Context: an optimization exercise on an open-source flow, tuned for small area and a short achievable clock period. The choices shown serve that exercise and are no tape-out recipe.
The RTL was checked by simulation tests, not by an equivalence proof against the original design.
Power is estimated from default activity; no workload was simulated.

==> flow/design.v <==
module Synchroniser(clk, x, y);
	parameter n = 1;
	input clk;
	input [n-1:0] x;
	output reg [n-1:0] y;
	reg [n-1:0] buff;
	always @(posedge clk) begin
		buff <= x;
		y <= buff;
	end
endmodule
module Debounce(input clk, x, output reg y);
	localparam millisecond = 1;
	localparam period = 30*millisecond-1;
	localparam size = $clog2(period);
	reg [size-1:0] cnt;
	wire x_syn;
	Synchroniser sync(.clk(clk), .x(x), .y(x_syn));
	always @(posedge clk) begin
		cnt <= ((y == x_syn)|(cnt == period)) ? 1'b0 : cnt + 1'b1;
	end
	always @(posedge clk) begin
		if (cnt == period) y <= !y;
	end
endmodule
module Disp2cNum(input enable, input signed [7:0]x, output [6:0]H0, H1, H2, H3);
	wire neg = (x < 0);
	wire [7:0] ux = neg ? -x : x;
	wire [7:0] xo0, xo1, xo2, xo3;
	wire eno0, eno1, eno2, eno3;
    DispDec dd0(.x(ux), .neg(neg), .enable(enable), .xo(xo0), .eno(eno0), .segs(H0));
    DispDec dd1(.x(xo0), .neg(neg), .enable(eno0), .xo(xo1), .eno(eno1), .segs(H1));
    DispDec dd2(.x(xo1), .neg(neg), .enable(eno1), .xo(xo2), .eno(eno2), .segs(H2));
    DispDec dd3(.x(xo2), .neg(neg), .enable(eno2), .xo(xo3), .eno(eno3), .segs(H3));
endmodule
module DispDec(input [7:0] x, input neg, enable, output reg [7:0] xo, output reg eno, 
					output [6:0] segs);
	wire [3:0] digit = x % 10;   
	wire n = (neg) && (x == 0);   
	SSeg converter(digit, n, enable, segs);
	always @(*) begin
		xo = x / 10;
		eno = (enable != 0) & ((xo != 0) | ((neg)&&(x != 0)));   
	end
endmodule
module DispHex(input [7:0]x, output [6:0]H0, H1);
	SSeg disp0(.bin(x[3:0]), .neg(1'b0), .enable(1'b1), .segs(H0));
   SSeg disp1(.bin(x[7:4]), .neg(1'b0), .enable(1'b1), .segs(H1));
endmodule
module SSeg(input [3:0] bin, input neg, input enable, output reg [6:0] segs);
	always @(*)
		if (enable) begin
			if (neg) segs = 7'b011_1111;
			else begin
				case (bin)
					0: segs = 7'b100_0000;
					1: segs = 7'b111_1001;
					2: segs = 7'b010_0100;
					3: segs = 7'b011_0000;
					4: segs = 7'b001_1001;
					5: segs = 7'b001_0010;
					6: segs = 7'b000_0010;
					7: segs = 7'b111_1000;
					8: segs = 7'b000_0000;
					9: segs = 7'b001_1000;
					10: segs = 7'b000_1000;
					11: segs = 7'b000_0011;
					12: segs = 7'b100_0110;
					13: segs = 7'b010_0001;
					14: segs = 7'b000_0110;
					15: segs = 7'b000_1110;
				endcase
			end
		end
		else segs = 7'b111_1111;
endmodule
module DetectFallingEdge(input clk, x, output y);
    reg buff;
    always @(posedge clk) begin
        buff <= x;
    end
	 assign y = buff && ~x; 
endmodule
module AsyncROM(input [7:0] addr, output reg [34:0] data);
	always @(addr)
		case (addr)
			0  : data = set(8'd29, 8'd0);								 
			1  : data = set(8'd0, 8'd0);  							
			2  : data = set(8'd1, 8'd0);
			3  : data = set(8'd2, 8'd0);
			4  : data = set(8'd3, 8'd0);
			5  : data = set(8'd4, 8'd0);  							 
			6  : data = set(8'd30, 8'd0);
			7  : data = jmp(10);             	 					 
			10 : data = atc(3'd3, 20);  								 
			11 : data = atc(8'd2, 50);									 
			12 : data = atc(8'd1, 70);    							 
			13 : data = atc(8'd0, 90);									 
			14 : data = jmp(10);											 
			20 : data = mov(8'd2, 8'd3);  					 
			21 : data = mov(8'd1, 8'd2);
			22 : data = mov(8'd0, 8'd1);
			23 : data = mov(8'd28, 8'd0);  						 
			24 : data = mov(8'd0, 8'd30);  						 
			25 : data = jmp_eq(8'd4, 8, 40);						 
			26 : data = clr_bit(8'd29, 3'd4);  					 
			27 : data = clr_bit(8'd29, 3'd5);  					 
			28 : data = jmp_eq(8'd4, 0, 31);						 
			29 : data = mov_shift(3'b001, 8'd4, 8'd4);      
			30 : data = jmp(110);		
			31 : data = mov_shift(3'b010, 8'd4, 8'd4);		 
			32 : data = set(8'd4, 1);     						 
			33 : data = jmp(110);						             
			40 : data = set_bit(8'd29, 3'd4);  					 
			41 : data = clr_bit(8'd29, 3'd5);  					 
			42 : data = jmp(10);											 
			50 : data = jmp_eq(8'd4, 0, 10);						 
			51 : data = clr_bit(8'd29, 3'd4);  					 
			52 : data = clr_bit(8'd29, 3'd5);  					 
			53 : data = mov(8'd1, 8'd0);                  
			54 : data = mov(8'd2, 8'd1);
			55 : data = mov(8'd3, 8'd2);
			56 : data = mov_shift(3'b010, 8'd4, 8'd4);		 
			57 : data = set_bit(8'd4, 3'd7);             	 
			58 : data = mov(8'd4, 8'd29);
			59 : data = clr_bit(8'd4, 3'd7);		
			60 : data = clr_bit(8'd29, 3'd7);						 
			61 : data = mov(8'd0, 8'd30);							 
			62 : data = jmp_eq(8'd4, 0, 10); 					 
			63 : data = set_bit(8'd29, 3'd7);						 
			64 : data = jmp(10);											 
			70 : data = clr_bit(8'd29, 3'd5);						 
			71 : data = jmp_eq(8'd4, 0, 10);						 
			72 : data = jmp_eq(8'd4, 1, 10);
			73 : data = acc_reg(3'b001, 8'd0, 8'd1);			 
			74 : data = mov(8'd0, 8'd30);							 
			75 : data = jmp_eq(8'd31, 8'b0000_0000, 78);			 
			76 : data = set_bit(8'd29, 3'd5);  					 
			77 : data = clr_bit(8'd29, 3'd4);  					 
			78 : data = mov(8'd2, 8'd1);						 
			79 : data = mov(8'd3, 8'd2);																
			80 : data = mov_shift(3'b010, 8'd4, 8'd4);		 
			81 : data = jmp_eq(8'd31, 8'b0000_0000, 83);			 
			82 : data = set_bit(8'd4, 3'd5); 
			83 : data = jmp(110);										 
			90 : data = jmp_eq(8'd4, 0, 10);						 
			91 : data = clr_bit(8'd29, 3'd5);						 
			92 : data = jmp_eq(8'd4, 2, 100);					 
			93 : data = jmp_eq(8'd4, 4, 100);
			94 : data = jmp_eq(8'd4, 8, 100);
			95 : data = set(8'd0, 8'd0); 							 
			96 : data = set(8'd30, 8'd0);								 
			97 : data = jmp(10);											 
			100: data = acc_reg(3'b011, 8'd0, 8'd1); 		 
			101: data = jmp_eq(8'd31, 8'b0000_0000, 104);		 
			102: data = set_bit(8'd29, 3'd5);  					 
			103: data = clr_bit(8'd29, 3'd4);  					 
			104: data = mov(8'd0, 8'd30);							 
			105: data = mov(8'd2, 8'd1);						 
			106: data = mov(8'd3, 8'd2);																
			107: data = mov_shift(3'b010, 8'd4, 8'd4);		 
			108: data = jmp_eq(8'd31, 8'b0000_0000, 110);		 
			109: data = set_bit(8'd4, 3'd5); 
			110: data = set_bit(8'd4, 3'd7);             	
			111: data = mov(8'd4, 8'd29);
			112: data = clr_bit(8'd4, 3'd7);
			113: data = clr_bit(8'd4, 3'd5);
			114: data = jmp(10);
			default: data = 35'b0;
		endcase
	function [34:0] set;
		input [7:0] reg_num;
		input [7:0] value;
		set = {4'b0010, 3'b000, 2'b00, value, 2'b01, reg_num, 8'd0};
	endfunction
	function [34:0] mov;
		input [7:0] src_reg;
		input [7:0] dst_reg;
		mov = {4'b0010, 3'b000, 2'b01, src_reg, 2'b01, dst_reg, 8'd0};
	endfunction
	function [34:0] jmp;
		input [7:0] addr;
		jmp = {4'b1000, 3'b000, 10'd0, 10'd0, addr};
	endfunction
	function [34:0] atc;
		input [2:0] bitn;
		input [7:0] addr;
		atc = {4'b0100, bitn, 10'd0, 10'd0, addr};
	endfunction
	function [34:0] acc;
		input [2:0] op;
		input [7:0] reg_num;
		input [7:0] value;
		acc = {4'b0001, op, 2'b01, reg_num, 2'b01, value, 8'd0};
	endfunction
	function [34:0] set_bit;
		input [7:0] reg_num;
		input [2:0] bitn;
		set_bit = {4'b0001, 3'b101, 2'b01, reg_num, 2'b00, 8'b1 << bitn, 8'd0};
	endfunction
	function [34:0] clr_bit;
		input [7:0] reg_num;
		input [2:0] bitn;
		clr_bit = {4'b0001, 3'b100, 2'b01, reg_num, 2'b00, ~(8'b1 << bitn), 8'd0};
	endfunction
	function [34:0] jmp_eq;
		 input [7:0] reg_num;
		 input [7:0] value;
		 input [7:0] addr;
		 jmp_eq = {4'b1000, 3'b010, 2'b01, reg_num, 2'b00, value, addr};
	endfunction
	function [34:0] mov_shift;
		 input [2:0] op;
		 input [7:0] src_reg;
		 input [7:0] dst_reg;
		 mov_shift = {4'b0010, op, 2'b01, src_reg, 2'b01, dst_reg, 8'd0};
	endfunction	
	function [34:0] acc_reg;
		 input [2:0] op;
		 input [7:0] reg1;
		 input [7:0] reg2;
		 acc_reg = {4'b0001, op, 2'b01, reg1, 2'b01, reg2, 8'd0};
	endfunction
endmodule
module CPU(
	input [2:0]Btns,
	input Clock,
	input [7:0]Din,
	input Reset,
	input Sample,
	input Turbo,
	output [3:0]Debug,
	output [7:0]Dout,
	output Dval,
	output [5:0]GPO,
	output reg [7:0]IP_OUT
);	
	wire [7:0] din_safe;
	wire [3:0] pb_safe;
	Synchroniser #(.n(8)) sync_din(.clk(Clock), .x(Din), .y(din_safe));
   Synchroniser #(.n(4)) sync_btns(.clk(Clock), .x({Sample, Btns}), .y(pb_safe));
	genvar i;
	integer j;
	wire [3:0] pb_activated;
	generate
		for(i=0; i<=3; i=i+1) begin :pb
			DetectFallingEdge dfe(Clock, pb_safe[i], pb_activated[i]);
		end
	endgenerate
	wire turbo_safe;
	Synchroniser tbo(Clock, Turbo, turbo_safe);
	reg [7:0]IP;
	reg [23:0] cnt;
	localparam CntMax = 250;
	always @(posedge Clock)
		cnt <= Reset ? 24'd1 : (cnt == CntMax) ? 0 : cnt + 1;
	wire go = !Reset && ((cnt == 0) || turbo_safe);
	wire [34:0] instruction;
	AsyncROM Pmem(IP, instruction);
	reg [7:0] Reg [0:31];
	reg [7:0] cnum, cnum1, cnum2;   
	reg [5:0] cloc;  					  
	reg cond;  							  
	reg [15:0] word, s_word;  		  
	wire [7:0] Rgout = Reg[29];
	wire [7:0] Rdout = Reg[30];
	wire [7:0] Rflag = Reg[31];
	assign Dout = Rdout;
	assign GPO = Rgout[5:0];
	assign Dval = Rgout[3'd7];
	assign Debug[3] = Rflag[3'd5];
	assign Debug[2] = Rflag[3'd4];
	assign Debug[1] = Rflag[3'd3];
	assign Debug[0] = go;
	wire [3:0] cmd_grp = instruction[34:31];
	wire [2:0] cmd = instruction[30:28];
	wire [1:0] arg1_typ = instruction[27:26];
	wire [7:0] arg1 = instruction[25:18];
	wire [1:0] arg2_typ = instruction[17:16];
	wire [7:0] arg2 = instruction[15:8];
	wire [7:0] addr = instruction[7:0];
	always @(posedge Clock) begin		
		if (go) begin 
			IP <= IP + 8'b1;  																 
			case (cmd_grp)
					4'b0010: begin																	 
							cnum = get_number(arg1_typ, arg1);
							case (cmd)
								3'b001: begin  													 
									Reg[31][3'd5] <= cnum[7];
									cnum = {cnum[6:0], 1'b0};
								end
								3'b010: begin  													 
									Reg[31][3'd5] <= cnum[0];
									cnum = {1'b0, cnum[7:1]};
								end
							endcase
							Reg[get_location(arg2_typ, arg2)] <= cnum;
					end
					4'b0001: begin  																 
						cnum = get_number(arg2_typ, arg2);
						cloc = get_location(arg1_typ, arg1);
						case (cmd)
							3'b000: word = Reg[cloc] + cnum;  							 	 
							3'b001: s_word = $signed(Reg[cloc]) + $signed(cnum);     
							3'b010: word = Reg[cloc] * cnum;  								 
							3'b011: s_word = $signed(Reg[cloc] ) * $signed(cnum);    
							3'b100: cnum = Reg[cloc] & cnum;  								 
							3'b101: cnum = Reg[cloc] | cnum;  								 
							3'b110: cnum = Reg[cloc] ^ cnum;  								 
						endcase
						if (cmd[2] == 0)
							if (cmd[0] == 0) begin 											 
								cnum = word[7:0];
								Reg[31][3'd4] <= (word > 255);
							end
							else begin 															 
								cnum = s_word[7:0];
								Reg[31][3'd4] <= ($signed(s_word) > 127 || $signed(s_word) < -128);
							end
						Reg[cloc] <= cnum;
					end
					4'b1000: begin																	 
					cnum1 = get_number(arg1_typ, arg1);
					cnum2 = get_number(arg2_typ, arg2);
						case (cmd)
							3'b000: cond = 1;  													 
							3'b010 : cond = cnum1 == cnum2;  								 
							3'b100: cond = cnum1 < cnum2;  									 
							3'b101: cond = $signed(cnum1) < $signed(cnum2);  			 
							3'b110: cond = cnum1 <= cnum2;  								 
							3'b111: cond = $signed(cnum1) <= $signed(cnum2);  		 
							default: cond = 0;
						endcase
							if (cond) IP <= addr;
					end
					4'b0100: begin  																 
						if (Reg[31][cmd]) IP <= addr;
						Reg[31][cmd] <= 0;
					end
			endcase
		end
		if (Reset) begin
			IP <= 8'b0;
			Reg[31] <= 0;
		end
		else begin
			for(j=0; j<=3; j=j+1)
				if (pb_activated[j]) Reg[31][j] <= 1;
			if (pb_activated[3]) Reg[28] <= din_safe;
		end
	end
	always @(posedge Clock) begin
		IP_OUT <= IP;
	end
	function [7:0] get_number;
		input [1:0] arg_type;
		input [7:0] arg;
		begin
			case (arg_type)
				2'b01: get_number = Reg[arg[4:0]];
				2'b10: get_number = Reg[ Reg[arg[4:0]][4:0] ];
				default: get_number = arg;
			endcase
		end
	endfunction
	function [5:0] get_location;
		input [1:0] arg_type;
		input [7:0] arg;
		begin
			case (arg_type)
				2'b01: get_location = arg[4:0];
				2'b10: get_location = Reg[arg[4:0]][4:0];
				default: get_location = 0;
			endcase
		end
	endfunction
endmodule
module MyComputer(
	input Clock,
	output [9:0]LEDR,
	input [9:0]SW,
	input [3:0]KEY,
	output [6:0]HEX0,
	output [6:0]HEX1,
	output [6:0]HEX2,
	output [6:0]HEX3,
	output [6:0]HEX4,
	output [6:0]HEX5
);
	wire [2:0]Btns;   
	wire [7:0]Din;   
	wire Rest;   
	wire Sample;   
	wire Turbo;   
	wire Reset;
	wire [3:0]Debug;   
	wire [7:0]Dout;   
	wire Dval;   
	wire [5:0]GPO;   
	wire [7:0]IP;   
	Debounce db(.clk(Clock), .x(SW[9]), .y(Reset));
	CPU cpu(.Btns(~KEY[2:0]), .Clock(Clock), .Din(SW[7:0]), .Reset(Reset), .Sample(KEY[3]), 
			.Turbo(SW[8]), .Debug(Debug), .Dout(Dout), .Dval(Dval), .GPO(GPO), .IP_OUT(IP));
	Disp2cNum dnum(.enable(Dval), .x(Dout), .H0(HEX0), .H1(HEX1), .H2(HEX2), .H3(HEX3));
	DispHex dh(.x(IP), .H0(HEX4), .H1(HEX5));
	assign LEDR = {Debug, GPO};
endmodule
==> flow/run.sh <==
#!/bin/bash
# synth_recipe.tcl (not shown) runs the flow's synth.tcl, then flattens the netlist and writes it again
# the make line also repeats each setting of config.mk as NAME=value (left out here)
make -C /OpenROAD-flow-scripts/flow DESIGN_CONFIG=/design/flow/config.mk WORK_HOME=/design/flow/orfs CLKGATE_MAP_FILE= SYNTH_SCRIPT=/design/flow/synth_recipe.tcl finish
==> flow/config.mk <==
export PLATFORM = sky130hd
export DESIGN_NAME = MyComputer
export DESIGN_NICKNAME = MyComputer
export VERILOG_FILES = /design/flow/design.v
export SDC_FILE = /design/flow/constraint.sdc
export NUM_CORES = 4
export LEC_CHECK = 0
export CAP_MARGIN = 20
export CORE_MARGIN = 2
export CORE_UTILIZATION = 40
export PLACE_DENSITY = 0.6
export SLEW_MARGIN = 20
==> flow/constraint.sdc <==
create_clock -name core_clock -period 11.0 [get_ports {Clock}]
set_input_delay 2.2000 -clock core_clock [delete_from_list [all_inputs] [get_ports {Clock}]]
set_output_delay 2.2000 -clock core_clock [all_outputs]
set_load 0.01 [all_outputs]
==> run summary <==
## report_power, final
part	leakage, nW	internal (mW)	total [mW]	switching, mW
sequential	3.46	1.56	1.59	0.0247
clock	0.684	0.840	1.46	0.619
combinational	7.56	0.747	1.92	1.18
total	11.7	3.15	4.97	1.82
## synthesized netlist by cell type (13+ instances only)
library cell | instances | area share, %
a221oi_1 | 19 | 0.59
nor4_1 | 20 | 0.44
and2_1 | 15 | 0.33
nand2_1 | 260 | 3.5
a211oi_1 | 28 | 0.75
nor3b_1 | 13 | 0.35
buf_4 | 22 | 0.59
o21ai_0 | 116 | 2.1
mux2i_1 | 83 | 3.0
nand4_1 | 13 | 0.29
and3_1 | 21 | 0.47
nor2_1 | 376 | 5.0
dfxtp_1 | 111 | 7.9
xnor2_1 | 40 | 1.2
a21o_1 | 23 | 0.61
nor2b_1 | 32 | 0.71
xor2_1 | 23 | 0.72
fa_1 | 86 | 6.1
a21oi_1 | 135 | 2.4
o31ai_1 | 20 | 0.53
o211ai_1 | 36 | 0.96
inv_1 | 208 | 2.8
or3_1 | 23 | 0.51
ha_1 | 134 | 6.0
o22ai_1 | 31 | 0.69
a31oi_1 | 22 | 0.49
nand2b_1 | 45 | 1.0
nor3_1 | 52 | 0.92
o221ai_1 | 20 | 0.62
mux4_2 | 83 | 6.6
buf_1 | 17 | 0.23
nand3_1 | 69 | 1.2
clkbuf_1 | 111 | 1.5
buf_2 | 46 | 0.82
o21ai_1 | 14 | 0.25
a32oi_1 | 15 | 0.47
o21a_1 | 17 | 0.45
edfxtp_1 | 274 | 29
o21bai_1 | 14 | 0.37
## sequential cells by signal (all words and copies together) (netlist names), 4 cells and up, named ones only
register	flops
cpu.sync_din.y	8
cpu.sync_btns.buff	4
cpu.Reg	256
cpu.IP	8
cpu.pb.dfe.buff	4
db.cnt	5
cpu.word	8
cpu.s_word	9
HEX4	7
cpu.sync_din.buff	8
cpu.cnt	24
HEX5	7
cpu.sync_btns.y	4
## stage by stage
stage | area [µm²] | setup slack (ns) | power (mW) | utilization, %
6_report | 31000 | 0.826 | 4.97 | 44.5
3_5_place_dp | 29600 | 1.21 | 3.52 | 42.4
5_1_grt | 31000 | 0.591 | 5.25 | 44.5
3_3_place_gp | 29500 | 0.849 | 3.48 | 42.3
4_1_cts | 31000 | 1.16 | 4.98 | 44.4
2_1_floorplan | 28200 | 3.64 | 2.95 | -
## logic make-up (layout without fill, tap and decap cells)
| group | after synthesis | in the layout | share of synthesized area (%) |
|---|---|---|---|
| and+or+nand+nor | 993 | 993 | 16.3 |
| buffers and inverters | 413 | 413 | 6.09 |
| AOI/OAI and AO/OA | 660 | 660 | 16.3 |
| other | 1 | 7 | 0.0133 |
| adders and majority gates | 221 | 221 | 12.1 |
| DFF | 385 | 385 | 37.1 |
| xor gates and xnor gates | 64 | 64 | 2.02 |
| muxes | 176 | 176 | 10.0 |
## routing by layer
layer	GRT usage (%)	up-vias	wire [µm]	share of wire [%]
met3	5.33	275	9430	9.7
met5	0	-	0	0
met4	10.7	0	4310	4.4
met2	41.1	1428	43700	45
met1	35.7	11733	40100	41
li1	-	10521	-	-
## how the worst max path moves through the flow
stage | to | slack (ns) | cells after the start
2_1_floorplan | HEX1[0] | 3.64 | 24
5_1_grt | cpu.Reg[31][4] | 0.59 | 25
6_report | cpu.Reg[31][4] | 0.83 | 25
4_1_cts | cpu.Reg[31][4] | 1.16 | 25
3_5_place_dp | cpu.Reg[31][4] | 1.21 | 25
3_3_place_gp | cpu.Reg[31][4] | 0.85 | 25
## worst max-delay path, cell delays in order, from the launching register on
cell and delay (ns):
dfxtp_4 0.51, buf_4 0.39, nor2b_1 0.76, nand2_1 0.56, nor2_2 0.87, a32oi_1 0.26, a31oi_1 0.85, inv_1 0.37
ha_1 0.41, fa_1 0.49, ha_1 0.35, inv_1 0.08, fa_1 0.51, fa_1 0.57, inv_1 0.05, ha_1 0.30
a21oi_1 0.36, o21a_1 0.19, o21ai_0 0.24, a211oi_1 0.36, xor2_1 0.17, o21ai_0 0.11, or4_1 0.55, o31ai_1 0.26
o21bai_1 0.15, o22ai_1 0.09
## area by class of cell
type                    instances  area [µm²]  area share [%]
multi-input cells            2121       16100            51.8
clock inverters                21         267           0.859
flip-flops and latches        385       10500            33.7
repair buffers                122        1100            3.56
well taps                     940        1180            3.79
inverters                     213         800            2.58
clock buffers                  57        1150            3.70
==> summary.md <==
| Metric | Value |
|---|---|
| Outcome | `complete, no violations` |
| Total gr overflow | `0` |
| R2r endpoint | `cpu.Reg[31][4]` |
| DRT Pass-1 Iters | `7` |
| Flop2flop setup slack | `0.83 ns` |
| Critical Path RT | `11.31 ns` |
| Peak VDD IR | `0.000141 V` |
| IO buf count | `59` |
| Synth Register Bits | `385` |
| FF-to-FF path depth | `25` |
| Worst Setup SP | `cpu.IP[7]` |
| Antenna Nets Post-Route | `0` |
| Worst hold slack | `0.325 ns` |
| Maximum clock frequency | `0.0983 GHz` |
| Die X | `269 µm` |
| Area grow syn2layout | `10.2%` |
| Post-synth EDFFs | `274` |
| Post-Syn Area per Cell | `9.66 µm²` |
| WHS Path Cells | `0` |
| Asr flop ratio synth | `0%` |
| Clock Root Buffer | `clkbuf_16` |
| Detailed-route wire length | `97500 µm` |
| Avg Vias per Cell | `6.21` |
| Clk slew on worst S/H paths | `0.06 ns` |
| Hold Path End | `cpu.sync_din.y[1]` |
| Starting density of the core | `40.3%` |
| Tmin final | `10.17 ns` |
| Largest net degree at the start of global routing | `48` |
| CP max FO | `47` |
| Most common cell after layout, fill and taps aside | `nor2_1` |
| Diode count | `0` |
| Post-cts gate resize count | `0` |
| Clk Latency, worst-skew pair | `0.60 ns` |
| Num CTS Buffers | `42` |
| Pwr dens | `160 nW/µm²` |
| Ys flop type | `edfxtp_1` |
| Max_slew headroom | `17.6%` |
| I/O pin count | `67` |
| CTS sink count | `385` |
| Reg2reg start | `cpu.IP[7]` |
| Via count | `23957` |
| Total Routing Usage GR | `26.3%` |
| Final Setup Violations | `0` |
| Period utilisation layout | `92.5%` |
| Hold Buf Count CTS | `0` |
| Post-CTS Setup Inserts | `0` |
| Max-Cap Viols | `0` |
| Hold Crit Class | `reg2reg` |
| # rows | `97` |
| Share of layout cells above drive strength 1 | `9.90%` |
| Actual slew at the worst max-slew pin | `1.23 ns` |
| RSZ-0062 raised after global routing | `false` |
| Synth unique cells | `104` |
| H-tree depth | `2` |
| Wire length per cell | `25.3 µm` |
| Fin. max-slew vios | `0` |
| Startpoint Class | `register` |
| Final GP Congestion | `0.988` |
| Most frequent cells in the layout | `374 x nor2_1, 274 x edfxtp_1, 260 x nand2_1` |
| First-pass GRT wire length | `148000 µm` |
| Clock skew | `0.0408 ns` |
| Inst Count DP | `3780` |
| Fin Setup TNS | `0 ns` |
| Min-delay src | `cpu.sync_din.buff[1]` |
| Number of global-route vias before repair | `23539` |
| Core ar. | `69800 µm²` |
| Critical Path Sink Type | `register` |
| Total of warnings raised by yosys | `9` |
| Max clock buf depth | `3` |
| Sequential share of the synthesized area | `37.1%` |
| Critical path class | `reg2reg` |
| CTS tree | `yes` |
| Synthesized area | `28100 µm²` |
| DP Wirelength | `70600 µm` |
| Worst Path Arrival | `10.49 ns` |
| # DRC | `0` |
| Syn Inst Count | `2913` |
| Leak Pwr | `11.7 nW` |
| Initial DRC count | `3079` |
| Final Hold Fails | `0` |
| Nets | `3120` |
| Die height | `269 µm` |
| Initial antenna violation count | `2` |
| Filler cell count | `6611` |
| Total die area | `72500 µm²` |
| Finished Layout Cells | `3859` |

==> afterwards: timing with drivers on the ports <==
How much do the figures lean on ideal ports? The routed layout below was timed once more, with nothing changed but the port constraints.
Step 1: set_driving_cell puts a clkbuf_16 on Clock and a buf_2 on each other input, an assumption about the parent block.
Step 2 also shifts input and output timing later by t, the mid clock arrival at the registers, as if the neighbouring blocks saw the same clock.
Slacks: ideal ports / drivers / drivers and shift; pairs: ideal ports / drivers.
shift t [ns]: 0.641
setup slack, ns: 0.826 / 0.826 / 0.826
worst setup path after step 2: register to register
worst register clock-pin slew, ns: 0.07 / 0.07
cell pins on the clock port's net: 1
After both steps this run still meets setup and hold. The setup slack of this run moves by 0.000 ns with the drivers and by 0.000 ns with both steps.
